What follows belongs to an exercise in optimizing a design on an open flow for small area, a short achievable clock period and few clock cycles; a production flow would make more cautious choices. At most, simulation tests tie the RTL to the original design; equivalence was not proved. No functional check of the RTL was part of run 1.

--- flow/run.sh ---
#!/bin/bash
# synth_recipe.tcl (not shown) runs the flow's synth.tcl, then flattens the netlist and writes it again
# the make line also repeats each setting of config.mk as NAME=value (left out here)
make -C /OpenROAD-flow-scripts/flow DESIGN_CONFIG=/design/flow/config.mk WORK_HOME=/design/flow/orfs CLKGATE_MAP_FILE= SYNTH_SCRIPT=/design/flow/synth_recipe.tcl finish
--- flow/config.mk ---
export PLATFORM = sky130hd
export DESIGN_NAME = lascon_top
export DESIGN_NICKNAME = lascon_top
export VERILOG_FILES = /design/flow/design.v
export SDC_FILE = /design/flow/constraint.sdc
export NUM_CORES = 4
export LEC_CHECK = 0
export CAP_MARGIN = 30
export CORE_MARGIN = 2
export CORE_UTILIZATION = 40
export PLACE_DENSITY = 0.5
export SETUP_SLACK_MARGIN = 2.9
export SLEW_MARGIN = 20
--- flow/constraint.sdc ---
create_clock -name core_clock -period 7.0 [get_ports {clk}]
set_input_delay 1.4000 -clock core_clock [delete_from_list [all_inputs] [get_ports {clk}]]
set_output_delay 1.4000 -clock core_clock [all_outputs]
set_load 0.01 [all_outputs]
--- flow/design.v ---
`timescale 1ns / 1ps
module lascon_top #(
    parameter int LASCON_VARIANT = 0
)(
    input  logic        clk,
    input  logic        rst,
    input  logic [2:0]  mode_i,
    input  logic [31:0] xof_len_i,
    input  logic        start_i,
    input  logic        abort_i,
    output logic        busy_o,
    output logic        done_o,
    output logic        tag_fail_o,
    input  logic [63:0] s_axis_tdata,
    input  logic [7:0]  s_axis_tkeep,
    input  logic [3:0]  s_axis_tuser,
    input  logic        s_axis_tlast,
    input  logic        s_axis_tvalid,
    output logic        s_axis_tready,
    output logic [63:0] m_axis_tdata,
    output logic [7:0]  m_axis_tkeep,
    output logic [3:0]  m_axis_tuser,
    output logic        m_axis_tlast,
    output logic        m_axis_tvalid,
    input  logic        m_axis_tready
);
    localparam int NR = 2;    
    localparam logic [63:0] AEAD_IV = 64'h00001000808c0001;
    localparam logic [319:0] HIV_HASH = {64'h1a5c464906c5976d, 64'h3c7fd4a4d56a4db3,
        64'hae65396c6b34b81a, 64'h4bc3a01e333751d2, 64'h9b1e5494e934d681};
    localparam logic [319:0] HIV_XOF  = {64'he0547524db6f0bde, 64'h0ee0ea53416b58cc,
        64'he7508fd780085631, 64'hcc7ce6c75f1ef969, 64'hda82ce768d9447eb};
    localparam logic [319:0] HIV_CXOF = {64'h8f3f1d02d432bc46, 64'h2ab14907720780b6,
        64'he9901dec426e81b5, 64'h43d12d7dc0377bbc, 64'h675527c2a0e8de03};
    localparam logic [3:0] U_AD = 4'd3, U_PT = 4'd4, U_CT = 4'd5, U_TAG = 4'd6,
                           U_Z = 4'd8, U_DIG = 4'd9;
    localparam logic [11:0] P_IDLE = 12'd1, P_LOAD = 12'd2, P_AD0 = 12'd4, P_AD1 = 12'd8,
                            P_D0 = 12'd16, P_D1 = 12'd32, P_TOUT = 12'd64, P_TIN = 12'd128,
                            P_HABS = 12'd256, P_SQZ = 12'd512, P_FIN = 12'd1024, P_DONE = 12'd2048;
    function automatic logic [319:0] ascon_round(input logic [319:0] s, input logic [3:0] r);
        logic [63:0] x0, x1, x2, x3, x4, t0, t1, t2, t3, t4;
        x0 = s[0*64 +: 64]; x1 = s[1*64 +: 64]; x2 = s[2*64 +: 64];
        x3 = s[3*64 +: 64]; x4 = s[4*64 +: 64];
        x2[7:0] = x2[7:0] ^ {~r, r};
        x0 = x0 ^ x4; x4 = x4 ^ x3; x2 = x2 ^ x1;
        t0 = ~x0 & x1; t1 = ~x1 & x2; t2 = ~x2 & x3; t3 = ~x3 & x4; t4 = ~x4 & x0;
        x0 = x0 ^ t1; x1 = x1 ^ t2; x2 = x2 ^ t3; x3 = x3 ^ t4; x4 = x4 ^ t0;
        x1 = x1 ^ x0; x0 = x0 ^ x4; x3 = x3 ^ x2; x2 = ~x2;
        x0 = x0 ^ {x0[18:0], x0[63:19]} ^ {x0[27:0], x0[63:28]};
        x1 = x1 ^ {x1[60:0], x1[63:61]} ^ {x1[38:0], x1[63:39]};
        x2 = x2 ^ {x2[0],    x2[63:1]}  ^ {x2[5:0],  x2[63:6]};
        x3 = x3 ^ {x3[9:0],  x3[63:10]} ^ {x3[16:0], x3[63:17]};
        x4 = x4 ^ {x4[6:0],  x4[63:7]}  ^ {x4[40:0], x4[63:41]};
        ascon_round = {x4, x3, x2, x1, x0};
    endfunction
    function automatic logic [63:0] swap64(input logic [63:0] d);
        swap64 = {d[7:0], d[15:8], d[23:16], d[31:24], d[39:32], d[47:40], d[55:48], d[63:56]};
    endfunction
    logic [63:0] s0, s1, s2, s3, s4;
    logic [63:0] k0, k1;
    logic [11:0] ph;           
    logic        lastq;        
    logic        pa;           
    logic [3:0]  rc;           
    logic        post_k, post_d, post_p0, chain;
    logic [1:0]  cnt2;         
    logic [28:0] wcnt;         
    logic        abort_l;
    logic        tfail;        
    logic [63:0] obuf;
    logic        o_valid, o_last, o_dig;
    logic [3:0]  o_user;
    logic [7:0]  o_keep;
    logic [63:0] in_sw, bmask, padv, pin;
    always_comb begin
        in_sw = swap64(s_axis_tdata);
        for (int i = 0; i < 8; i++) bmask[63-8*i -: 8] = {8{s_axis_tkeep[i]}};
        padv = 64'd0;
        casez (s_axis_tkeep)
            8'b???????0: padv[63] = 1'b1;
            8'b??????01: padv[55] = 1'b1;
            8'b?????011: padv[47] = 1'b1;
            8'b????0111: padv[39] = 1'b1;
            8'b???01111: padv[31] = 1'b1;
            8'b??011111: padv[23] = 1'b1;
            8'b?0111111: padv[15] = 1'b1;
            8'b01111111: padv[7]  = 1'b1;
            default:     padv = 64'd0;
        endcase
        pin = (in_sw & bmask) | padv;
    end
    logic is_aead, is_enc, is_hash256, in_full, in_z;
    assign is_aead    = (mode_i == 3'd0) || (mode_i == 3'd1);
    assign is_enc     = (mode_i == 3'd0);
    assign is_hash256 = (mode_i == 3'd2);
    assign in_full    = (s_axis_tkeep == 8'hFF);
    assign in_z       = (s_axis_tuser == U_Z);
    logic [319:0] st, rout;
    assign st = {s4, s3, s2, s1, s0};
    always_comb begin
        rout = st;
        for (int i = 0; i < NR; i++) rout = ascon_round(rout, rc + 4'(i));
    end
    logic last;
    assign last = pa && lastq;
    logic or_free;
    assign or_free = !o_valid || m_axis_tready;
    logic tlast_out;
    assign tlast_out = o_last || (o_dig && (abort_i || abort_l));
    logic [319:0] base;
    logic [63:0] m0, m1, m2, m3, m4;       
    logic        dm0, dm1;                 
    logic        ld_k0, ld_k1;
    logic        o_ld;
    logic [2:0]  o_src;                    
    logic        o_ld_last, o_ld_dig;
    logic [3:0]  o_ld_user;
    logic [7:0]  o_ld_keep;
    logic        rdy;
    logic [11:0] ph_n;
    logic        pa_n, post_k_n, post_d_n, post_p0_n, chain_n;
    logic [3:0]  rc_n;
    logic [1:0]  cnt2_n;
    logic [28:0] wcnt_n;
    logic        act, sq_last;
    logic        hsel;                     
    logic        xk3, xk4;
    logic xr;
    assign xr = !is_hash256 && (xof_len_i[2:0] != 3'd0);
    assign sq_last = (is_hash256 || (xof_len_i != 32'd0)) && (xr ? (wcnt == 29'd0) : (wcnt == 29'd1));
    task automatic start_perm(input logic p12, input logic pk, input logic pd, input logic pp0, input logic ch);
        pa_n = 1'b1;
        rc_n = p12 ? 4'd0 : 4'd4;
        post_k_n = pk; post_d_n = pd; post_p0_n = pp0; chain_n = ch;
    endtask
    always_comb begin
        ph_n = ph; pa_n = pa; rc_n = rc + 4'(NR);
        post_k_n = post_k; post_d_n = post_d; post_p0_n = post_p0; chain_n = chain;
        cnt2_n = cnt2; wcnt_n = wcnt;
        m0 = '0; m1 = '0; m2 = '0; m3 = '0; m4 = '0;
        dm0 = 1'b0; dm1 = 1'b0;
        ld_k0 = 1'b0; ld_k1 = 1'b0;
        o_ld = 1'b0; o_src = 3'd0; o_ld_last = 1'b0; o_ld_dig = 1'b0;
        o_ld_user = U_DIG; o_ld_keep = 8'hFF;
        rdy = 1'b0;
        hsel = 1'b0;
        xk3 = 1'b0; xk4 = 1'b0;
        act = !pa || last;
        if (pa && last) begin
            pa_n = 1'b0;
            if (post_p0) m0[63] = 1'b1;
            if (post_k) begin xk3 = 1'b1; xk4 = 1'b1; end
            if (post_d) m4[0] = 1'b1;
            if (chain) begin
                act = 1'b0;
                if (ph[$clog2(P_AD0)] || ph[$clog2(P_D0)]) start_perm(1'b0, 1'b0, 1'b1, 1'b0, 1'b0);    
                else if (ph[$clog2(P_TOUT)] || ph[$clog2(P_TIN)]) start_perm(1'b1, 1'b1, 1'b0, 1'b0, 1'b0);  
                else start_perm(1'b1, 1'b0, 1'b0, 1'b0, 1'b0);                                 
            end
        end
        if (act) begin
            unique case (1'b1)
                ph[$clog2(P_IDLE)]: begin
                    rdy = 1'b1;
                    if (start_i) begin
                        cnt2_n = 2'd0;
                        wcnt_n = is_hash256 ? 29'd4 : xof_len_i[31:3];
                        if (is_aead) begin
                            hsel = 1'b1;
                            ph_n = P_LOAD;
                            if (s_axis_tvalid) begin
                                m1 = pin; ld_k0 = 1'b1; cnt2_n = 2'd1;
                            end
                        end else begin
                            hsel = 1'b1;
                            ph_n = P_HABS;
                            if (s_axis_tvalid) begin
                                m0 = pin;
                                if (s_axis_tlast) begin
                                    start_perm(1'b1, 1'b0, 1'b0, in_full, in_full);
                                    ph_n = in_z ? P_HABS : P_SQZ;
                                end else start_perm(1'b1, 1'b0, 1'b0, 1'b0, 1'b0);
                            end
                        end
                    end
                end
                ph[$clog2(P_LOAD)]: begin
                    rdy = 1'b1;
                    if (s_axis_tvalid) begin
                        cnt2_n = cnt2 + 2'd1;
                        case (cnt2)
                            2'd0: begin m1 = pin; ld_k0 = 1'b1; end
                            2'd1: begin m2 = pin; ld_k1 = 1'b1; end
                            2'd2: begin m3 = pin; end
                            default: begin
                                m4 = pin;
                                start_perm(1'b1, 1'b1, 1'b0, 1'b0, 1'b0);
                                ph_n = P_AD0;
                            end
                        endcase
                    end
                end
                ph[$clog2(P_AD1)]: begin
                    rdy = 1'b1;
                    if (s_axis_tvalid) begin
                        m1 = pin;
                        if (s_axis_tlast) begin
                            if (in_full) start_perm(1'b0, 1'b0, 1'b0, 1'b1, 1'b1);
                            else         start_perm(1'b0, 1'b0, 1'b1, 1'b0, 1'b0);
                            ph_n = P_D0;
                        end else begin
                            start_perm(1'b0, 1'b0, 1'b0, 1'b0, 1'b0);
                            ph_n = P_AD0;
                        end
                    end
                end
                ph[$clog2(P_AD0)], ph[$clog2(P_D0)], ph[$clog2(P_D1)]: begin
                    rdy = or_free;
                    if (s_axis_tvalid && or_free) begin
                        if (ph[$clog2(P_AD0)] && s_axis_tuser == U_AD) begin
                            m0 = pin;
                            if (s_axis_tlast) begin
                                if (in_full) m1[63] = 1'b1;
                                start_perm(1'b0, 1'b0, 1'b1, 1'b0, 1'b0);
                                ph_n = P_D0;
                            end else ph_n = P_AD1;
                        end else begin
                            if (ph[$clog2(P_AD0)]) m4[0] = ~m4[0];    
                            o_ld = 1'b1;
                            o_ld_user = is_enc ? U_CT : U_PT;
                            o_ld_keep = s_axis_tkeep;
                            if (ph[$clog2(P_D1)]) begin
                                m1 = pin; dm1 = !is_enc; o_src = 3'd1;
                                o_ld_last = is_enc ? (s_axis_tlast && !in_full) : s_axis_tlast;
                            end else begin
                                m0 = pin; dm0 = !is_enc; o_src = 3'd0;
                                o_ld_last = is_enc ? 1'b0 : s_axis_tlast;
                            end
                            cnt2_n = 2'd0;
                            if (s_axis_tlast) begin
                                if (ph[$clog2(P_D1)] && in_full) begin
                                    start_perm(1'b0, 1'b1, 1'b0, 1'b1, 1'b1);
                                end else begin
                                    if (!ph[$clog2(P_D1)] && in_full) m1[63] = 1'b1;
                                    xk3 = ~xk3; xk4 = ~xk4;
                                    start_perm(1'b1, 1'b1, 1'b0, 1'b0, 1'b0);
                                end
                                ph_n = is_enc ? P_TOUT : P_TIN;
                            end else if (ph[$clog2(P_D1)]) begin
                                start_perm(1'b0, 1'b0, 1'b0, 1'b0, 1'b0);
                                ph_n = P_D0;
                            end else ph_n = P_D1;
                        end
                    end
                end
                ph[$clog2(P_TOUT)]: begin
                    if (or_free && !pa) begin
                        o_ld = 1'b1; o_ld_user = 4'd6; o_ld_keep = 8'hFF;
                        if (cnt2 == 2'd0) begin
                            o_src = 3'd3; cnt2_n = 2'd1;
                        end else begin
                            o_src = 3'd4; o_ld_last = 1'b1; ph_n = P_FIN;
                        end
                    end
                end
                ph[$clog2(P_TIN)]: begin
                    rdy = !pa;
                    if (!pa && s_axis_tvalid) begin
                        cnt2_n = cnt2 + 2'd1;
                        if (cnt2 == 2'd0) m3 = pin;
                        else begin m4 = pin; ph_n = P_DONE; end
                    end
                end
                ph[$clog2(P_HABS)]: begin
                    rdy = 1'b1;
                    if (s_axis_tvalid) begin
                        m0 = pin;
                        if (s_axis_tlast) begin
                            start_perm(1'b1, 1'b0, 1'b0, in_full, in_full);
                            ph_n = in_z ? P_HABS : P_SQZ;
                        end else start_perm(1'b1, 1'b0, 1'b0, 1'b0, 1'b0);
                    end
                end
                ph[$clog2(P_SQZ)]: begin
                    if (or_free) begin
                        o_ld = 1'b1; o_src = 3'd0; o_ld_dig = 1'b1;
                        o_ld_last = sq_last || abort_i || abort_l;
                        wcnt_n = wcnt - 29'd1;
                        if (sq_last || abort_i || abort_l) ph_n = P_FIN;
                        else start_perm(1'b1, 1'b0, 1'b0, 1'b0, 1'b0);
                    end
                end
                ph[$clog2(P_FIN)]: begin
                    if (or_free) ph_n = P_DONE;
                end
                ph[$clog2(P_DONE)]: begin
                    ph_n = P_IDLE;
                end
                default: ;
            endcase
        end
        if (o_valid && o_dig && m_axis_tready && tlast_out) begin
            ph_n = P_DONE; pa_n = 1'b0; o_ld = 1'b0;
        end
    end
    logic [319:0] cst, hb;
    logic [63:0] y0, y1, y2, y3, y4, u0, u1, n0, n1, n2, n3, n4;
    logic [63:0] ro0, yo, on;
    always_comb begin
        case (mode_i)
            3'd0, 3'd1: cst = {256'd0, AEAD_IV};
            3'd2:       cst = HIV_HASH;
            3'd3:       cst = HIV_XOF;
            default:    cst = HIV_CXOF;
        endcase
        hb = hsel ? cst : ((pa) ? 320'd0 : st);
        y0 = hb[0*64 +: 64] ^ m0;
        y1 = hb[1*64 +: 64] ^ m1;
        y2 = hb[2*64 +: 64] ^ m2;
        y3 = hb[3*64 +: 64] ^ m3 ^ (xk3 ? k0 : 64'd0);
        y4 = hb[4*64 +: 64] ^ m4 ^ (xk4 ? k1 : 64'd0);
        u0 = {64{pa}};
        u1 = {64{pa}};
        for (int b = 0; b < 64; b++) begin
            if (dm0 && bmask[b]) begin u0[b] = 1'b0; y0[b] = pin[b]; end
            if (dm1 && bmask[b]) begin u1[b] = 1'b0; y1[b] = pin[b]; end
        end
        n0 = (rout[0*64 +: 64] & u0) ^ y0;
        n1 = (rout[1*64 +: 64] & u1) ^ y1;
        n2 = (rout[2*64 +: 64] & {64{pa}}) ^ y2;
        n3 = (rout[3*64 +: 64] & {64{pa}}) ^ y3;
        n4 = (rout[4*64 +: 64] & {64{pa}}) ^ y4;
        ro0 = rout[0*64 +: 64] & {64{o_ld && o_src == 3'd0 && pa}};
        if (!o_ld)                yo = obuf;
        else if (o_src == 3'd0)   yo = hb[0*64 +: 64] ^ m0;
        else if (o_src == 3'd1)   yo = s1 ^ m1;
        else if (o_src == 3'd3)   yo = s3;
        else                      yo = s4;
        on = ro0 ^ yo;
    end
    always_ff @(posedge clk) begin
        s0 <= n0;
        s1 <= n1;
        s2 <= n2;
        s3 <= n3;
        s4 <= n4;
        if (ld_k0) k0 <= pin;
        if (ld_k1) k1 <= pin;
        rc <= rc_n;
        lastq <= (rc_n == 4'(12 - NR));
        post_k <= post_k_n; post_d <= post_d_n; post_p0 <= post_p0_n; chain <= chain_n;
        cnt2 <= cnt2_n;
        wcnt <= wcnt_n;
        obuf <= on;
        if (o_ld) begin
            o_last <= o_ld_last; o_dig <= o_ld_dig; o_user <= o_ld_user; o_keep <= o_ld_keep;
        end
    end
    always_ff @(posedge clk or posedge rst) begin
        if (rst) begin
            ph <= P_IDLE;
            pa <= 1'b0;
            o_valid <= 1'b0;
            abort_l <= 1'b0;
            tfail   <= 1'b0;
        end else begin
            ph <= ph_n;
            pa <= pa_n;
            o_valid <= o_ld || (o_valid && !m_axis_tready);
            abort_l <= (ph[$clog2(P_IDLE)]) ? 1'b0 : (abort_l || abort_i);
            tfail   <= ph[$clog2(P_TIN)] && ((s3 != 64'd0) || ((s4 ^ pin) != 64'd0));
        end
    end
    assign s_axis_tready = rdy;
    assign m_axis_tvalid = o_valid;
    assign m_axis_tdata  = o_valid ? swap64(obuf) : 64'd0;
    assign m_axis_tkeep  = o_keep;
    assign m_axis_tuser  = o_user;
    assign m_axis_tlast  = tlast_out;
    assign busy_o        = (!ph[$clog2(P_IDLE)]) && (!ph[$clog2(P_DONE)]);
    assign done_o        = (ph[$clog2(P_DONE)]);
    assign tag_fail_o    = (ph[$clog2(P_DONE)]) && tfail;
endmodule
==> impl_results.md, run 1 <==
- Initial core utilization: 40.39%
- GP Congestion: approximately 1.2
- Ys flop type: dfxtp_1
- Post-Route WL: 490.9 mm
- Final hold violation count: 0
- Least-Margin Pin Slew: 1358 ps
- Initial antenna violation count: 60
- RSZ-0062 raised after global routing: yes
- Row count: approximately 150
- Levels on crit path: 16
- Vias per cell: 6.441
- Synth Warn #: 1
- Commonest non-fill, non-tap cell in the layout: xnor2_1
- CTS buffer count: 80
- Hold Crit Class: reg2reg
- Placed Cells: about 10,000
- Distinct cells, synth: 78
- Worst Path Arrival: 4980 ps
- Synth async-reset ratio: 2.749%
- Mapped Cells: 7,616
- Full die area: 170,200 um^2
- Min Clock Period, post-route: 4337 ps
- Place WS: 1190 ps
- CP max FO: 3
- Tot GR Track Use: 55.55%
- Syn Std Cell Area: 66,790 um^2
- WP buf/inv: 4
- Fin crit share: approximately three fifths
- Fmax: 230.6 MHz
- Worst-Skew Late Latency: 830 ps
- 1st-pass router iterations: 10
- Layout cells sized above 1: 28.35%
- Clock tree buffer depth: 3
- Worst-path clk slew: ~70 ps
- Largest delay contributor family on the critical path: XOR/XNOR gates
- Gr ovfl total: 0
- Number of port buffers: 199
- Die width: approximately 410 um
- Final HPWL DP: 386.6 mm
- Worst setup EP type: flop
- Deepest level of the CTS H-tree: 3
- Req. time, crit path: around 7600 ps
- IO Count: 200
- Slowest cell on crit path: xnor3_2
- EDFF count, synth: 173
- Fin Setup TNS: 0 ps
- First-pass GRT wire length: just over 600 mm
- Layout net count: 8,972
- CP cell instances: buf_6 > xor2_2 > ha_4 > xnor2_2 > buf_6 > buf_4 > xor2_1 > xnor2_1 > ha_1 > xnor3_2 > buf_4 > xnor3_2 > o22ai_1 > a211oi_2 > nor2_1 > a311oi_2
- Final non-filler cell total: ~11,000
- Setup Skew: 80.19 ps
- Final setup fails: 0
- Core Area: 165,400 um^2
- Register area share after synthesis: 20.16%
- Commonest cells after routing, fill and taps aside: xnor2_1 (1,322), nand2_1 (1,013), buf_4 (742), nor2_1 (609), xor2_1 (432)
- Die Span Y: 412.6 um
- Antenna Violating Nets Remaining: 0
- Final worst slack: 2663 ps
- DRC violations left: 0
- Yosys reg bits: 582
- Clock Tree Root: clkbuf_16
- Hold_buf cts: 0
- Max_slew headroom: 9.376%
- Post-Syn Area per Cell: slightly below 9 um^2
- Number of global-route vias before repair: 62,013
- Vias: around 70,000
- Hold path depth: 2
- Syn Nets: roughly 8,000
- Avg WL per Cell: 45.05 um
- Critical Path Start Type: flop
- Max Cap Viol: 0
- CTS Sinks: 582
- TritonCTS clock tree: done
- Layout area overhead: 37.34%
- Setup Crit Path Kind: reg2reg
- Final Slew Violations: 0
- Status: finished clean
- Slowest stage delay, CP: roughly 560 ps
- Initial drt markers: between 10,000 and 15,000
- Cells on worst reg2reg path: 16
- Largest net degree at the start of global routing: 114
[Yosys cell counts, drive strengths merged, types with 15 or more instances]
master      n  area, um^2
a211oi     21       182.7
a21oi     421        2107
a222oi     56       560.5
a22oi      24       180.2
and2       73       456.7
buf        55       211.5
clkbuf    257       964.7
dfrtp      15       375.4
dfxtp     393        7868
edfxtp    173        5195
ha        265        3316
inv       347        1303
maj3       69       699.4
mux2       27       304.0
mux2i     156        1562
nand2    1035        3890
nand2b     17       106.4
nand3      90       450.4
nand4      24       150.1
nor2      628        2360
nor2b      78       488.0
nor3       19       95.09
nor4       36       225.2
o2111ai    16       140.1
o21ai     323        1617
o22ai      29       181.4
xnor2    1837       16640
xnor3     350        7888
xor2      599        5344
xor3       29       691.9
[worst min-delay path, cell delays in order (launching register included)]
cell and delay (ps):
dfxtp_1 340, nand2_1 90, o22ai_1 60
[state kept, by name, summed over array words and instances (netlist names), 4 cells and up]
signal,flops
s3,64
s4,64
wcnt,29
s0,64
obuf,64
o_keep,8
k1,64
o_user,4
k0,64
s2,64
ph,12
rc,4
s1,64
[routing by layer]
layer	up-vias	global-route usage, %	share of wire, %
li1	27074	-	-
met1	34202	66.91	35
met2	7029	71.48	37
met3	1840	30.09	18
met4	38	45.21	11
met5	-	1.272	0.16
[area by class of cell]
class | count | area, um^2
Antenna cell | 50 | 125.1
Clock buffer | 113 | 2236
Clock inverter | 37 | 416.7
Fill cell | 14637 | 73640
Inverter | 347 | 1340
Multi-Input combinational cell | 6380 | 59200
Sequential cell | 582 | 13790
Tap cell | 2189 | 2739
Timing Repair Buffer | 1198 | 11870
[kinds of logic after synthesis]
group	Yosys count	share of synthesized area, %
AO/OA/AOI/OAI	1005	8.856
XOR/XNOR	2815	45.76
adder cells (fa/ha/maj)	334	6.012
buffers and inverters	659	3.711
flip-flops	582	20.16
multiplexers	183	2.793
AND/OR/NAND/NOR	2038	12.71
[what timing repair did]
action                                 CTS  global route
gates resized for setup                804           628
buffers inserted                       239           247
endpoints found under the hold margin    0             0
pin swaps                              248           262
gates cloned                             5             2
setup endpoints to repair              397           361
[per-stage QoR]
stage | hold slack, ps | instance area [um^2] | utilization, %
after CTS | 528.1 | 86080 | 52.05
after floorplan | 472.7 | 66790 | -
after detailed placement | 525.7 | 75930 | 45.92
after global placement | 520.0 | 75070 | 45.40
after global routing | 537.2 | 91620 | 55.40
final | 532.4 | 91720 | 55.47
[final timing paths]
kind	from	endpoint	slack, ps
max reg2reg	rc[2]$_DFF_P_	s1[21]$_DFF_P_	2660
min in group asynchronous	rst	tfail$_DFF_PP0_	940
min	post_p0$_DFF_P_	post_p0$_DFF_P_	530
max in group asynchronous	rst	ph[0]$_DFFE_PP1P_	5500
min reg2reg	post_p0$_DFF_P_	post_p0$_DFF_P_	530
max	rc[2]$_DFF_P_	s1[21]$_DFF_P_	2660
==> run 2, diff against run 1 <==
--- a/flow/design.v
+++ b/flow/design.v
@@ -39,2 +39,3 @@
                             P_HABS = 12'd256, P_SQZ = 12'd512, P_FIN = 12'd1024, P_DONE = 12'd2048;
+    localparam int I_IDLE = 0, I_LOAD = 1, I_AD0 = 2, I_AD1 = 3, I_D0 = 4, I_D1 = 5, I_TOUT = 6, I_TIN = 7, I_HABS = 8, I_SQZ = 9, I_FIN = 10, I_DONE = 11;
     function automatic logic [319:0] ascon_round(input logic [319:0] s, input logic [3:0] r);
@@ -155,4 +156,4 @@
                 act = 1'b0;
-                if (ph[$clog2(P_AD0)] || ph[$clog2(P_D0)]) start_perm(1'b0, 1'b0, 1'b1, 1'b0, 1'b0);    
-                else if (ph[$clog2(P_TOUT)] || ph[$clog2(P_TIN)]) start_perm(1'b1, 1'b1, 1'b0, 1'b0, 1'b0);  
+                if (ph[I_AD0] || ph[I_D0]) start_perm(1'b0, 1'b0, 1'b1, 1'b0, 1'b0);    
+                else if (ph[I_TOUT] || ph[I_TIN]) start_perm(1'b1, 1'b1, 1'b0, 1'b0, 1'b0);  
                 else start_perm(1'b1, 1'b0, 1'b0, 1'b0, 1'b0);                                 
@@ -161,4 +162,4 @@
         if (act) begin
-            unique case (1'b1)
-                ph[$clog2(P_IDLE)]: begin
+            case (1'b1)
+                ph[I_IDLE]: begin
                     rdy = 1'b1;
@@ -186,3 +187,3 @@
                 end
-                ph[$clog2(P_LOAD)]: begin
+                ph[I_LOAD]: begin
                     rdy = 1'b1;
@@ -202,3 +203,3 @@
                 end
-                ph[$clog2(P_AD1)]: begin
+                ph[I_AD1]: begin
                     rdy = 1'b1;
@@ -216,6 +217,6 @@
                 end
-                ph[$clog2(P_AD0)], ph[$clog2(P_D0)], ph[$clog2(P_D1)]: begin
+                ph[I_AD0], ph[I_D0], ph[I_D1]: begin
                     rdy = or_free;
                     if (s_axis_tvalid && or_free) begin
-                        if (ph[$clog2(P_AD0)] && s_axis_tuser == U_AD) begin
+                        if (ph[I_AD0] && s_axis_tuser == U_AD) begin
                             m0 = pin;
@@ -227,3 +228,3 @@
                         end else begin
-                            if (ph[$clog2(P_AD0)]) m4[0] = ~m4[0];    
+                            if (ph[I_AD0]) m4[0] = ~m4[0];    
                             o_ld = 1'b1;
@@ -231,3 +232,3 @@
                             o_ld_keep = s_axis_tkeep;
-                            if (ph[$clog2(P_D1)]) begin
+                            if (ph[I_D1]) begin
                                 m1 = pin; dm1 = !is_enc; o_src = 3'd1;
@@ -240,6 +241,6 @@
                             if (s_axis_tlast) begin
-                                if (ph[$clog2(P_D1)] && in_full) begin
+                                if (ph[I_D1] && in_full) begin
                                     start_perm(1'b0, 1'b1, 1'b0, 1'b1, 1'b1);
                                 end else begin
-                                    if (!ph[$clog2(P_D1)] && in_full) m1[63] = 1'b1;
+                                    if (!ph[I_D1] && in_full) m1[63] = 1'b1;
                                     xk3 = ~xk3; xk4 = ~xk4;
@@ -248,3 +249,3 @@
                                 ph_n = is_enc ? P_TOUT : P_TIN;
-                            end else if (ph[$clog2(P_D1)]) begin
+                            end else if (ph[I_D1]) begin
                                 start_perm(1'b0, 1'b0, 1'b0, 1'b0, 1'b0);
@@ -255,3 +256,3 @@
                 end
-                ph[$clog2(P_TOUT)]: begin
+                ph[I_TOUT]: begin
                     if (or_free && !pa) begin
@@ -265,3 +266,3 @@
                 end
-                ph[$clog2(P_TIN)]: begin
+                ph[I_TIN]: begin
                     rdy = !pa;
@@ -273,3 +274,3 @@
                 end
-                ph[$clog2(P_HABS)]: begin
+                ph[I_HABS]: begin
                     rdy = 1'b1;
@@ -283,3 +284,3 @@
                 end
-                ph[$clog2(P_SQZ)]: begin
+                ph[I_SQZ]: begin
                     if (or_free) begin
@@ -292,6 +293,6 @@
                 end
-                ph[$clog2(P_FIN)]: begin
+                ph[I_FIN]: begin
                     if (or_free) ph_n = P_DONE;
                 end
-                ph[$clog2(P_DONE)]: begin
+                ph[I_DONE]: begin
                     ph_n = P_IDLE;
@@ -369,4 +370,4 @@
             o_valid <= o_ld || (o_valid && !m_axis_tready);
-            abort_l <= (ph[$clog2(P_IDLE)]) ? 1'b0 : (abort_l || abort_i);
-            tfail   <= ph[$clog2(P_TIN)] && ((s3 != 64'd0) || ((s4 ^ pin) != 64'd0));
+            abort_l <= (ph[I_IDLE]) ? 1'b0 : (abort_l || abort_i);
+            tfail   <= ph[I_TIN] && ((s3 != 64'd0) || ((s4 ^ pin) != 64'd0));
         end
@@ -379,5 +380,5 @@
     assign m_axis_tlast  = tlast_out;
-    assign busy_o        = (!ph[$clog2(P_IDLE)]) && (!ph[$clog2(P_DONE)]);
-    assign done_o        = (ph[$clog2(P_DONE)]);
-    assign tag_fail_o    = (ph[$clog2(P_DONE)]) && tfail;
+    assign busy_o        = (!ph[I_IDLE]) && (!ph[I_DONE]);
+    assign done_o        = (ph[I_DONE]);
+    assign tag_fail_o    = (ph[I_DONE]) && tfail;
 endmodule
==> run 2 against run 1 <==
Compared with the run above:
- critical endpoint unchanged
- worst setup slack gained 1.5 ps
- hold slack lost 11 ps
- utilization shrank 0.69 points
- highest routed layer unchanged
- routed wire length shrank 2.1%
- sequential share of layout area shrank 0.093 points
- maximum frequency is essentially flat
==> impl_results.md, run 2 <==
- Clock Tree Root: clkbuf_16
- Layout area overhead: 36.34%
- Layout net count: 9,004
- Vias: 69,187
- Hold Crit Class: reg2reg
- 1st-pass router iterations: 9
- RSZ-0062 raised after global routing: yes
- Max Cap Viol: 0
- Avg WL per Cell: roughly 44 um
- Antenna Violating Nets Remaining: 0
- Yosys reg bits: 582
- Full die area: 173,000 um^2
- Setup Crit Path Kind: reg2reg
- Row count: around 150
- Setup Skew: 59.26 ps
- Largest net degree at the start of global routing: 75
- Deepest level of the CTS H-tree: 3
- Yosys top cell area share: 22.87%
- Layout cells sized above 1: between 20% and 30%
- Crit path from: s3[60]$_DFF_P_
- Distinct cells, synth: 79
- Slowest stage delay, CP: 670 ps
- Worst setup EP type: flop
- Least-Margin Pin Slew: 1148 ps
- Reg2reg end: s1[21]$_DFF_P_
- Commonest cells after routing, fill and taps aside: xnor2_1 (1,335), nand2_1 (1,044), buf_4 (712), a21oi_1 (547), nor2_1 (493)
- Initial drt markers: 11,933
- Post-DP Area: between 70,000 and 80,000 um^2
- Crit path top cell by count: xnor3_2
- Initial core utilization: around two fifths
- Initial antenna violation count: 46
- Top-count cell post-synth: xnor2_1
- TritonCTS clock tree: done
- Fin Setup TNS: 0 ps
- Min Clock Period, post-route: 4335 ps
- Final Slew Violations: 0
- Cells on worst reg2reg path: 12
- Finished Cell Area: 92,520 um^2
- Die width: 415.9 um
- Vias per cell: 6.327
- Worst-path clk slew: about 60 ps
- EDFF count, synth: 173
- Max_slew headroom: 23.16%
- Ys flop type: dfxtp_1
- Slowest cell on crit path: xnor3_2
- DRC violations left: 0
- Status: finished clean
- Gr ovfl total: 0
- Setup crit end: s1[21]$_DFF_P_
- Number of global-route vias before repair: ~62,000
- Final HPWL DP: approximately 380 mm
- Fmax: 230.7 MHz
- Placed Cells: 10,253
- Worst Path Arrival: 4890 ps
- Ranking of synthesized cells by area: xnor2_1 (23%), xnor3_1 (13%), dfxtp_1 (12%)
- Commonest non-fill, non-tap cell in the layout: xnor2_1
- GP Congestion: 1.210
- Cell taking the most area after synthesis: xnor2_1
- Filler instances: 15,417
- Synth async-reset ratio: ~2.7%
- IO Count: 200
- Mapped Cells: 7,694
- Req. time, crit path: 7550 ps
- Worst r2r src: s3[60]$_DFF_P_
- Die Span Y: 415.9 um
- Fin crit share: between 60 and 70%
- CTS buffer count: 80
- Clock tree buffer depth: 3
- First-pass GRT wire length: 608.0 mm
- Final hold violation count: 0
- Syn Std Cell Area: 67,860 um^2
- Post-Syn Area per Cell: 8.820 um^2
- Post-Route WL: 480.4 mm
- R2r setup slk: 2660 ps
- Critical Path Start Type: flop
- CTS Sinks: ~580
- Synth cell count leaders: xnor2_1 (1,772), nand2_1 (1,070), a21oi_1 (557)
- Number of port buffers: slightly below 200
- Synth Warn #: 1
- Core Area: ~170,000 um^2
- Register area share after synthesis: ~20%
- Final setup fails: 0
- CP max FO: 6
- Final non-filler cell total: about 11,000
- Tot GR Track Use: 53.59%
- Syn Nets: 8,077
- CP cell instances: inv_1 > ha_1 > xor2_1 > buf_4 > xnor3_2 > xor2_2 > xnor3_2 > xnor3_2 > o221ai_1 > o21ai_2 > xor2_1 > a21oi_1
- Worst-Skew Late Latency: 770 ps
==> run 2: metrics by stage <==
stage	setup slack, ps	hold WS [ps]	util, %
after CTS	2725	517.4	51.67
after detailed placement	1158	496.0	44.98
after global placement	897.8	477.7	44.68
after floorplan	2922	417.4	-
final	2665	521.3	54.78
after global routing	2746	548.2	54.74
==> run 2: critical path, delay by kind of cell (launching register included) <==
kind                       cells  cell delay, ps
AOI/OAI and AO/OA              3             420
buffers and inverters          2             410
DFF                            1             480
xor gates and xnor gates       6            2480
adders and majority gates      1             350
==> run 2: per-layer routing <==
| metal | vias up | global-route usage, % | share of wire [%] |
|---|---|---|---|
| met5 | - | 1.584 | 0.19 |
| li1 | 27371 | - | - |
| met3 | 1619 | 28.08 | 17 |
| met2 | 6320 | 69.96 | 37 |
| met4 | 26 | 42.46 | 11 |
| met1 | 33851 | 64.75 | 35 |
==> run 2: how the worst min path moves through the flow <==
stage,startpoint,to,slack [ps],cells past startpoint
global route,obuf[53]$_DFF_P_,obuf[53]$_DFF_P_,550,2
detailed placement,obuf[53]$_DFF_P_,obuf[53]$_DFF_P_,500,2
floorplan,obuf[53]$_DFF_P_,obuf[53]$_DFF_P_,420,2
global placement,obuf[53]$_DFF_P_,obuf[53]$_DFF_P_,480,2
finish,obuf[63]$_DFF_P_,obuf[63]$_DFF_P_,520,2
CTS,obuf[53]$_DFF_P_,obuf[53]$_DFF_P_,520,2
==> run 2: area by class of cell <==
class,instances,area (um^2),share of cell area (%)
Multi-Input combinational cell,6469,60460,65.35
Timing Repair Buffer,1148,11330,12.25
Clock inverter,40,427.9,0.4625
Antenna cell,28,70.07,0.07573
Clock buffer,110,2298,2.484
Tap cell,2218,2775,3.000
Inverter,340,1329,1.436
Sequential cell,582,13830,14.94
==> run 2: timing repair <==
action                     CTS  global route
gates resized for setup    905           652
hold buffers                 0             0
pin swaps                  263           251
hold endpoints to repair     0             0
cloned                       4             1
setup endpoints to repair  412           349
setup buffers              265           231
==> run 2: cell families (layout without fill, tap and decap cells) <==
kind of cell / Yosys count / count (layout) / share of synthesized area, %
buf+inv: 648 / 1638 / 3.588
mux: 150 / 150 / 2.244
compound gates: 1088 / 1089 / 9.061
fa+ha+maj: 334 / 334 / 5.915
simple gates: 2091 / 2095 / 13.22
flops: 582 / 582 / 19.84
other cells: 0 / 28 / 0
xor+xnor: 2801 / 2801 / 46.13
Testbench counts of run 2, summed over its fixed seeds: cycles 20,321.
==> run 3, diff against run 2 <==
--- a/flow/design.v
+++ b/flow/design.v
@@ -1,2 +1,46 @@
 `timescale 1ns / 1ps
+module state_merge #(
+    parameter int W = 384
+)(
+    input  logic [W-1:0] r_i,
+    input  logic [W-1:0] u_i,
+    input  logic [W-1:0] y_i,
+    output logic [W-1:0] n_o
+);
+    assign n_o = (r_i & u_i) ^ y_i;
+endmodule
+`timescale 1ns / 1ps
+module ascon_rounds #(
+    parameter int NR = 2
+)(
+    input  logic [319:0] st_i,
+    input  logic [3:0]   rc_i,
+    output logic [319:0] st_o
+);
+    function automatic logic [319:0] ascon_round(input logic [319:0] s, input logic [7:0] c);
+        logic [63:0] x0, x1, x2, x3, x4, t0, t1, t2, t3, t4;
+        x0 = s[0*64 +: 64]; x1 = s[1*64 +: 64]; x2 = s[2*64 +: 64];
+        x3 = s[3*64 +: 64]; x4 = s[4*64 +: 64];
+        x2[7:0] = x2[7:0] ^ c;
+        x0 = x0 ^ x4; x4 = x4 ^ x3; x2 = x2 ^ x1;
+        t0 = ~x0 & x1; t1 = ~x1 & x2; t2 = ~x2 & x3; t3 = ~x3 & x4; t4 = ~x4 & x0;
+        x0 = x0 ^ t1; x1 = x1 ^ t2; x2 = x2 ^ t3; x3 = x3 ^ t4; x4 = x4 ^ t0;
+        x1 = x1 ^ x0; x0 = x0 ^ x4; x3 = x3 ^ x2; x2 = ~x2;
+        x0 = x0 ^ {x0[18:0], x0[63:19]} ^ {x0[27:0], x0[63:28]};
+        x1 = x1 ^ {x1[60:0], x1[63:61]} ^ {x1[38:0], x1[63:39]};
+        x2 = x2 ^ {x2[0],    x2[63:1]}  ^ {x2[5:0],  x2[63:6]};
+        x3 = x3 ^ {x3[9:0],  x3[63:10]} ^ {x3[16:0], x3[63:17]};
+        x4 = x4 ^ {x4[6:0],  x4[63:7]}  ^ {x4[40:0], x4[63:41]};
+        ascon_round = {x4, x3, x2, x1, x0};
+    endfunction
+    always_comb begin
+        logic [3:0] r;
+        st_o = st_i;
+        for (int i = 0; i < NR; i++) begin
+            r = rc_i + 4'(i);
+            st_o = ascon_round(st_o, (i == 0) ? 8'd0 : {~r, r});
+        end
+    end
+endmodule
+`timescale 1ns / 1ps
 module lascon_top #(
@@ -40,18 +84,2 @@
     localparam int I_IDLE = 0, I_LOAD = 1, I_AD0 = 2, I_AD1 = 3, I_D0 = 4, I_D1 = 5, I_TOUT = 6, I_TIN = 7, I_HABS = 8, I_SQZ = 9, I_FIN = 10, I_DONE = 11;
-    function automatic logic [319:0] ascon_round(input logic [319:0] s, input logic [3:0] r);
-        logic [63:0] x0, x1, x2, x3, x4, t0, t1, t2, t3, t4;
-        x0 = s[0*64 +: 64]; x1 = s[1*64 +: 64]; x2 = s[2*64 +: 64];
-        x3 = s[3*64 +: 64]; x4 = s[4*64 +: 64];
-        x2[7:0] = x2[7:0] ^ {~r, r};
-        x0 = x0 ^ x4; x4 = x4 ^ x3; x2 = x2 ^ x1;
-        t0 = ~x0 & x1; t1 = ~x1 & x2; t2 = ~x2 & x3; t3 = ~x3 & x4; t4 = ~x4 & x0;
-        x0 = x0 ^ t1; x1 = x1 ^ t2; x2 = x2 ^ t3; x3 = x3 ^ t4; x4 = x4 ^ t0;
-        x1 = x1 ^ x0; x0 = x0 ^ x4; x3 = x3 ^ x2; x2 = ~x2;
-        x0 = x0 ^ {x0[18:0], x0[63:19]} ^ {x0[27:0], x0[63:28]};
-        x1 = x1 ^ {x1[60:0], x1[63:61]} ^ {x1[38:0], x1[63:39]};
-        x2 = x2 ^ {x2[0],    x2[63:1]}  ^ {x2[5:0],  x2[63:6]};
-        x3 = x3 ^ {x3[9:0],  x3[63:10]} ^ {x3[16:0], x3[63:17]};
-        x4 = x4 ^ {x4[6:0],  x4[63:7]}  ^ {x4[40:0], x4[63:41]};
-        ascon_round = {x4, x3, x2, x1, x0};
-    endfunction
     function automatic logic [63:0] swap64(input logic [63:0] d);
@@ -100,6 +128,9 @@
     assign st = {s4, s3, s2, s1, s0};
-    always_comb begin
-        rout = st;
-        for (int i = 0; i < NR; i++) rout = ascon_round(rout, rc + 4'(i));
-    end
+    ascon_rounds #(.NR(NR)) u_rounds (.st_i(st), .rc_i(rc), .st_o(rout));
+    state_merge #(.W(384)) u_merge (
+        .r_i ({rout[0*64 +: 64], rout}),
+        .u_i ({uo, {64{pa}}, {64{pa}}, {64{pa}}, u1, u0}),
+        .y_i ({yo, y4, y3, y2c, y1, y0}),
+        .n_o ({on, n4, n3, n2, n1, n0})
+    );
     logic last;
@@ -307,4 +338,4 @@
     logic [319:0] cst, hb;
-    logic [63:0] y0, y1, y2, y3, y4, u0, u1, n0, n1, n2, n3, n4;
-    logic [63:0] ro0, yo, on;
+    logic [63:0] x0, x1, y0, y1, y2, y3, y4, u0, u1, n0, n1, n2, n3, n4;
+    logic [63:0] uo, yo, y2c, on;
     always_comb begin
@@ -317,4 +348,6 @@
         hb = hsel ? cst : ((pa) ? 320'd0 : st);
-        y0 = hb[0*64 +: 64] ^ m0;
-        y1 = hb[1*64 +: 64] ^ m1;
+        x0 = hb[0*64 +: 64] ^ m0;
+        x1 = hb[1*64 +: 64] ^ m1;
+        y0 = x0;
+        y1 = x1;
         y2 = hb[2*64 +: 64] ^ m2;
@@ -328,14 +361,9 @@
         end
-        n0 = (rout[0*64 +: 64] & u0) ^ y0;
-        n1 = (rout[1*64 +: 64] & u1) ^ y1;
-        n2 = (rout[2*64 +: 64] & {64{pa}}) ^ y2;
-        n3 = (rout[3*64 +: 64] & {64{pa}}) ^ y3;
-        n4 = (rout[4*64 +: 64] & {64{pa}}) ^ y4;
-        ro0 = rout[0*64 +: 64] & {64{o_ld && o_src == 3'd0 && pa}};
+        uo = {64{o_ld && o_src == 3'd0 && pa}};
         if (!o_ld)                yo = obuf;
-        else if (o_src == 3'd0)   yo = hb[0*64 +: 64] ^ m0;
-        else if (o_src == 3'd1)   yo = s1 ^ m1;
+        else if (o_src == 3'd0)   yo = x0;
+        else if (o_src == 3'd1)   yo = x1;
         else if (o_src == 3'd3)   yo = s3;
         else                      yo = s4;
-        on = ro0 ^ yo;
+        y2c = y2 ^ {56'd0, pa_n ? {~rc_n, rc_n} : 8'd0};
     end
@@ -371,3 +399,3 @@
             abort_l <= (ph[I_IDLE]) ? 1'b0 : (abort_l || abort_i);
-            tfail   <= ph[I_TIN] && ((s3 != 64'd0) || ((s4 ^ pin) != 64'd0));
+            tfail   <= ph[I_TIN] && ((s3 != 64'd0) || (y4 != 64'd0));
         end
--- a/flow/config.mk
+++ b/flow/config.mk
@@ -13 +13,2 @@
 export SLEW_MARGIN = 20
+export SYNTH_HIERARCHICAL = 1
==> run 3 against run 2 <==
Compared with the run above:
- via count down 4.9%
- clock skew is 23 ps lower
- synthesized cell count decreased by 1.9%
- final cell count shrank 3.0%
- synthesized area is 1.6% higher
- critical path depth fell by 2
- highest routed layer unchanged
- register-to-register slack is essentially flat
- worst setup slack got worse by 34 ps
- flip-flop and latch count unchanged
- die area increased by 1.6%
==> impl_results.md, run 3 <==
- Fin Setup TNS: 0 ps
- M3 GR Usage: 23.19%
- Place WS: 949.2 ps
- Full die area: 175,700 um^2
- Final worst slack: 2631 ps
- Antenna Violating Nets Remaining: 0
- Final hold violation count: 0
- Max Cap Viol: 0
- EDFF count, synth: 173
- TritonCTS clock tree: done
- Largest delay contributor family on the critical path: simple AND/OR/NAND/NOR gates
- Die Span Y: 419.2 um
- Cell taking the most area after synthesis: xnor2_1
- Top-count cell post-synth: xnor2_1
- IO Count: 200
- Met1 usage: 64.79%
- WP buf/inv: 2
- Syn Std Cell Area: about 70,000 um^2
- Syn Nets: 7,927
- Synth Area in Adders: 6.464%
- Max_slew headroom: 30.24%
- RSZ-0062 raised after global routing: yes
- Slowest stage delay, CP: just under 700 ps
- Die width: about 420 um
- Avg WL per Cell: 43.27 um
- Slowest cell on crit path: clkdlybuf4s50_1
- Number of port buffers: 199
- Distinct cells, synth: 94
- Synth Area in Simple Gates: 11.81%
- Cells on worst reg2reg path: 11
- Fin crit share: between 60% and 70%
- Mapped Cells: between 7,000 and 8,000
- Met2 usage: 67.52%
- Initial core utilization: 40.24%
- CP cell instances: clkdlybuf4s50_1 > nand2_1 > inv_1 > nand3_1 > xnor2_1 > xor2_1 > nor4_4 > nand4_1 > and4b_2 > a41oi_2
- Critical Path Start Type: input pin
- 1st-pass router iterations: 6
- XOR/XNOR share of the synthesized area: between 40 and 50%
- Min Clock Period, post-route: 4369 ps
- Row count: 152
- Largest net degree at the start of global routing: 91
- DRC violations left: 0
- Worst-Skew Late Latency: roughly 730 ps
- Hold_ws: 565.1 ps
- Crit path from: s_axis_tdata[14]
- CTS buffer count: 77
- Final HPWL DP: about 380 mm
- Core Area: around 170,000 um^2
- Worst r2r src: s3[47]$_DFF_P_
- Initial antenna violation count: 29
- Layout area overhead: 29.43%
- Worst Path Arrival: ~5000 ps
- Layout cells sized above 1: approximately a quarter
- Layer with the highest usage: met2
- Yosys reg bits: ~580
- Clock Tree Root: clkbuf_16
- Synth Warn #: 8
- Levels on crit path: 10
- Ranking of synthesized cells by area: xnor2_1 (21%), xnor3_1 (14%), dfxtp_1 (11%)
- Multiplexer area fraction after synthesis: 3.232%
- Vias per cell: 6.203
- Ys flop type: dfxtp_1
- Post-Route WL: between 400 and 500 mm
- Commonest cells after routing, fill and taps aside: xnor2_1 (1,327), nand2_1 (1,046), buf_4 (486), a21oi_1 (443), inv_1 (398)
- Tot GR Track Use: 50.86%
- Number of global-route vias before repair: 58,726
- Register area share after synthesis: 19.53%
- Req. time, crit path: 7570 ps
- Fmax: approximately 230 MHz
- Main combinational cell family by area after synthesis: XOR/XNOR gates
- Synth cell count leaders: xnor2_1 (1,632), nand2_1 (1,064), a21oi_1 (450)
- First-pass GRT wire length: 581.8 mm
- Vias: between 60,000 and 70,000
- Initial drt markers: 10,967
- Setup Skew: 35.95 ps
- Final setup fails: 0
- Worst-path clk slew: ~70 ps
- Worst setup EP type: flop
- Deepest level of the CTS H-tree: 3
- Final Slew Violations: 0
- CP max FO: 5
- GP Congestion: 1.207
- Setup Crit Path Kind: in2reg
- Gr ovfl total: 0
- Yosys top cell area share: 20.73%
- Clock tree buffer depth: 3
- Reg2reg end: obuf[12]$_DFF_P_
- Synth async-reset ratio: 2.749%
- Least-Margin Pin Slew: 1038 ps
- Status: finished clean
- Fraction of the mapped netlist area in compound gates: between 8 and 9%
- Layout net count: 8,595
- Hold Crit Class: reg2reg
- Commonest non-fill, non-tap cell in the layout: xnor2_1
- R2r setup slk: 2670 ps
- CTS Sinks: 582
- Post-Syn Area per Cell: 9.140 um^2
- Setup crit end: tfail$_DFF_PP0_
run 3: cell types whose count changed in the layout (fill, tap and decap cells not counted), sizes merged, moves of 44 or more:
cell / change
o21ai: +61
o211ai: +44
nor2b: -92
inv: +81
buf: -278
xor2: -59
nor2: -135
o22ai: -63
mux2: +63
a21oi: -106
run 3: worst min path at each step:
stage                                 from          endpoint  cells past startpoint
final                     obuf[44]$_DFF_P_  obuf[44]$_DFF_P_                      3
after global routing      obuf[27]$_DFF_P_  obuf[27]$_DFF_P_                      3
after CTS                 obuf[27]$_DFF_P_  obuf[27]$_DFF_P_                      3
after detailed placement     rc[3]$_DFF_P_     rc[3]$_DFF_P_                      2
after global placement    obuf[27]$_DFF_P_  obuf[27]$_DFF_P_                      3
after floorplan             post_k$_DFF_P_    post_k$_DFF_P_                      2
run 3: logic make-up (layout without fill, tap and decap cells):
| family | after synthesis | count (layout) |
|---|---|---|
| compound gates | 1035 | 1038 |
| xor+xnor | 2744 | 2744 |
| fa+ha+maj | 373 | 373 |
| buf+inv | 702 | 1428 |
| flops | 582 | 582 |
| mux | 213 | 213 |
| other cells | 0 | 17 |
| simple gates | 1895 | 1898 |
run 3: layer usage:
layer / part of all wire, % / up-vias / wire, um
li1: - / 26466 / -
met1: 37 / 32625 / 171100
met4: 8.9 / 24 / 40830
met3: 16 / 1260 / 72600
met2: 38 / 5392 / 173600
met5: 0.15 / - / 675
run 3: area by class of cell:
| cell class | count | area [um^2] |
|---|---|---|
| antenna | 17 | 42.54 |
| clock buffer | 101 | 2141 |
| clock inverter | 42 | 409.1 |
| fill | 15799 | 82110 |
| inverter | 412 | 1565 |
| multi-input combinational | 6266 | 59560 |
| sequential | 582 | 13660 |
| tap | 2310 | 2890 |
| timing repair buffer | 873 | 8971 |
run 3: through the flow:
step,std cells,util (%),cell area [um^2]
finish,10603,52.08,89240
global placement,10084,44.32,75950
detailed placement,10129,44.63,76470
global route,10587,52.06,89200
floorplan,7544,-,69050
CTS,10482,50.51,86550
run 3: worst min-delay path, cell delays in order, from the launching register on:
cell     delay (ps)
dfxtp_1         320
nand2_1          50
o21ai_0          90
xnor2_1          70
run 3: repair_timing:
action / in CTS / in global routing
hold buffers: 0 / 0
pin swaps: 184 / 141
setup endpoints to repair: 418 / 288
resized for setup: 730 / 341
buffers inserted: 200 / 100
cloned: 10 / 2
Testbench counts of run 3, summed over its fixed seeds: cycles 20,321.
==> run 4, diff against run 3 <==
--- a/flow/config.mk
+++ b/flow/config.mk
@@ -9,4 +9,4 @@
 export CORE_MARGIN = 2
-export CORE_UTILIZATION = 40
-export PLACE_DENSITY = 0.5
+export CORE_UTILIZATION = 45
+export PLACE_DENSITY = 0.65
 export SETUP_SLACK_MARGIN = 2.9
==> run 4 against run 3 <==
Compared with the run above:
- synthesized area did not move
- flip-flop and latch count did not move
- first-iteration DRC count rose by 19%
- worst setup slack got worse by 59 ps
- maximum frequency fell by 1.3%
==> impl_results.md, run 4 <==
- Gr ovfl total: 0
- Layout area overhead: 29.00%
- Min Clock Period, post-route: 4429 ps
- Clock tree buffer depth: 3
- Initial core utilization: between 40 and 50%
- Final setup fails: 0
- Worst setup EP type: flop
- Yosys top cell area share: 20.73%
- Min-delay src: obuf[9]$_DFF_P_
- Max Cap Viol: 0
- Number of port buffers: 199
- Final HPWL DP: around 360 mm
- Hold Crit Class: reg2reg
- DRC violations left: 0
- Deepest level of the CTS H-tree: 3
- RSZ-0062 raised after global routing: yes
- Syn Std Cell Area: 68,950 um^2
- Setup Skew: 71.84 ps
- Slowest stage delay, CP: between 600 and 700 ps
- TritonCTS clock tree: done
- Hold_buf cts: 0
- Fin Setup TNS: 0 ps
- Final worst slack: 2571 ps
- Multiplexer area fraction after synthesis: 3.232%
- Slowest cell on crit path: dfxtp_1
- Main combinational cell family by area after synthesis: XOR/XNOR gates
- Fraction of the mapped netlist area in compound gates: 8.660%
- Largest net degree at the start of global routing: approximately 130
- Hold path depth: 3
- Number of global-route vias before repair: 61,166
- Die Span Y: 395.4 um
- Initial antenna violation count: 36
- Synth Area in Simple Gates: 11.81%
- Critical Path Start Type: flop
- Distinct cells, synth: 94
- Worst-path clk slew: 60 ps
- Full die area: around 160,000 um^2
- Worst r2r src: s4[50]$_DFF_P_
- Register area share after synthesis: about a fifth
- Worst Path Arrival: 5030 ps
- CP max FO: 5
- Synth Warn #: 8
- Final Slew Violations: 0
- Ranking of synthesized cells by area: xnor2_1 (21%), xnor3_1 (14%), dfxtp_1 (11%)
- Worst Hold End: obuf[9]$_DFF_P_
- GP Congestion: 1.254
- Antenna Violating Nets Remaining: 0
- Reg2reg end: s1[53]$_DFF_P_
- IO Count: 200
- Largest delay contributor family on the critical path: XOR/XNOR gates
- Mapped Cells: roughly 7,500
- Worst-Skew Late Latency: 750 ps
- Avg WL per Cell: 44.11 um
- XOR/XNOR share of the synthesized area: 46.43%
- Crit path top cell by count: xnor2_1
- Tot GR Track Use: 56.19%
- Ys flop type: dfxtp_1
- Top-count cell post-synth: xnor2_1
- WP buf/inv: 1
- Fmax: around 230 MHz
- First-pass GRT wire length: 580.2 mm
- Row count: 143
- Post-Syn Area per Cell: ~9.1 um^2
- Die width: around 400 um
- Core Area: 152,100 um^2
- Vias per cell: 6.569
- Commonest non-fill, non-tap cell in the layout: xnor2_1
- Synth Area in Adders: 6.464%
- Cells on worst reg2reg path: 11
- Least-Margin Pin Slew: approximately 1100 ps
- Synth async-reset ratio: 2.749%
- Fin crit share: 63.27%
- Layout net count: 8,552
- 1st-pass router iterations: 9
- Initial drt markers: 13,042
- Hold_ws: 573.8 ps
- CTS Sinks: 582
- Commonest cells after routing, fill and taps aside: xnor2_1 (1,313), nand2_1 (1,052), buf_4 (445), a21oi_1 (444), inv_1 (396)
- EDFF count, synth: 173
- Vias: 67,579
- CP cell instances: xnor2_1 > xor2_1 > xnor2_1 > buf_4 > xnor3_1 > ha_1 > xnor3_2 > xor2_1 > xnor2_2 > nand2_1 > xnor2_1
- Levels on crit path: 11
- Max_slew headroom: between 20 and 30%
- Clock Tree Root: clkbuf_16
- Setup Crit Path Kind: reg2reg
- Synth cell count leaders: xnor2_1 (1,632), nand2_1 (1,064), a21oi_1 (450)
- R2r setup slk: 2570 ps
- Status: finished clean
- CTS buffer count: 75
- Syn Nets: 7,927
- Req. time, crit path: 7600 ps
- Cell taking the most area after synthesis: xnor2_1
- Yosys reg bits: 582
- Final hold violation count: 0
- Place WS: 890.1 ps
- Post-Route WL: 453.8 mm
- Layout cells sized above 1: ~22%
## run 4: worst register-to-register path: stages (launching register included)
cell     delay (ps)
dfxtp_1         660
xnor2_1         270
xor2_1          200
xnor2_1         150
buf_4           270
xnor3_1         600
ha_1            310
xnor3_2         630
xor2_1          200
xnor2_2         570
nand2_1         260
xnor2_1         200
## run 4: worst max-delay path by stage
| stage | from | endpoint |
|---|---|---|
| 2_1_floorplan | s_axis_tuser[3] | obuf[34]$_DFF_P_ |
| 3_3_place_gp | s_axis_tuser[3] | tfail$_DFF_PP0_ |
| 3_5_place_dp | s_axis_tuser[3] | tfail$_DFF_PP0_ |
| 4_1_cts | s1[63]$_DFF_P_ | s3[56]$_DFF_P_ |
| 5_1_grt | s4[50]$_DFF_P_ | s1[53]$_DFF_P_ |
| 6_report | s4[50]$_DFF_P_ | s1[53]$_DFF_P_ |
## run 4: layer usage
layer	GRT usage, %	share of wire [%]
met1	64.56	34
met5	2.956	0.30
met3	34.83	18
met2	73.40	37
met4	44.03	11
## run 4: cell families after synthesis
logic type	Yosys count
muxes	213
buffers and inverters	702
xor gates and xnor gates	2744
AOI/OAI and AO/OA	1035
DFF	582
adders and majority gates	373
and+or+nand+nor	1895
## run 4: area by class of cell
| type | count | area, um^2 |
|---|---|---|
| clock buffers | 110 | 2150 |
| repair buffers | 834 | 8707 |
| fillers | 13109 | 63140 |
| diodes | 27 | 67.56 |
| multi-input cells | 6264 | 59870 |
| clock inverters | 29 | 422.9 |
| flip-flops and latches | 582 | 13620 |
| inverters | 412 | 1562 |
| well taps | 2030 | 2540 |
## run 4: metrics by stage
stage	area [um^2]	utilization (%)	std cells
6_report	88950	58.49	10288
5_1_grt	88890	58.45	10264
4_1_cts	85590	56.28	10120
3_5_place_dp	76040	50.00	9816
3_3_place_gp	75450	49.61	9769
2_1_floorplan	69050	-	7544
## run 4: timing repair
item / CTS / global route
cloned: 8 / 1
setup buffers: 157 / 134
pin swaps: 144 / 139
resized for setup: 719 / 310
setup endpoints to repair: 459 / 303

-- afterwards: timing with drivers on the ports --
The results above use ideal ports. As a check the final layouts listed here were re-extracted and re-timed, cells and wires unchanged.
Step 1 sets driving cells, clkbuf_16 on the clock port and buf_2 on the other inputs (assumed; they add their load-dependent delay and slew).
Step 2 also shifts input and output timing later by t, the mid clock arrival at the registers, as if the neighbouring blocks saw the same clock.
a / b / c = ideal ports / drivers / drivers and shift; a / b = the first two.
run | t (ns) | setup WS [ns] | slew at the worst register clock pin (ns)
run 1 | 0.885 | 2.663 / 2.663 / 1.918 | 0.11 / 0.11
run 2 | 0.836 | 2.665 / 2.665 / 1.974 | 0.07 / 0.07
run 3 | 0.807 | 2.631 / 2.674 / 1.883 | 0.07 / 0.07
run 4 | 0.799 | 2.571 / 2.571 / 2.057 | 0.08 / 0.08
After both steps setup and hold are still met in every run listed. The setup slack of run 3, which loses most, moves by +0.043 ns with the drivers and by -0.748 ns with both steps.
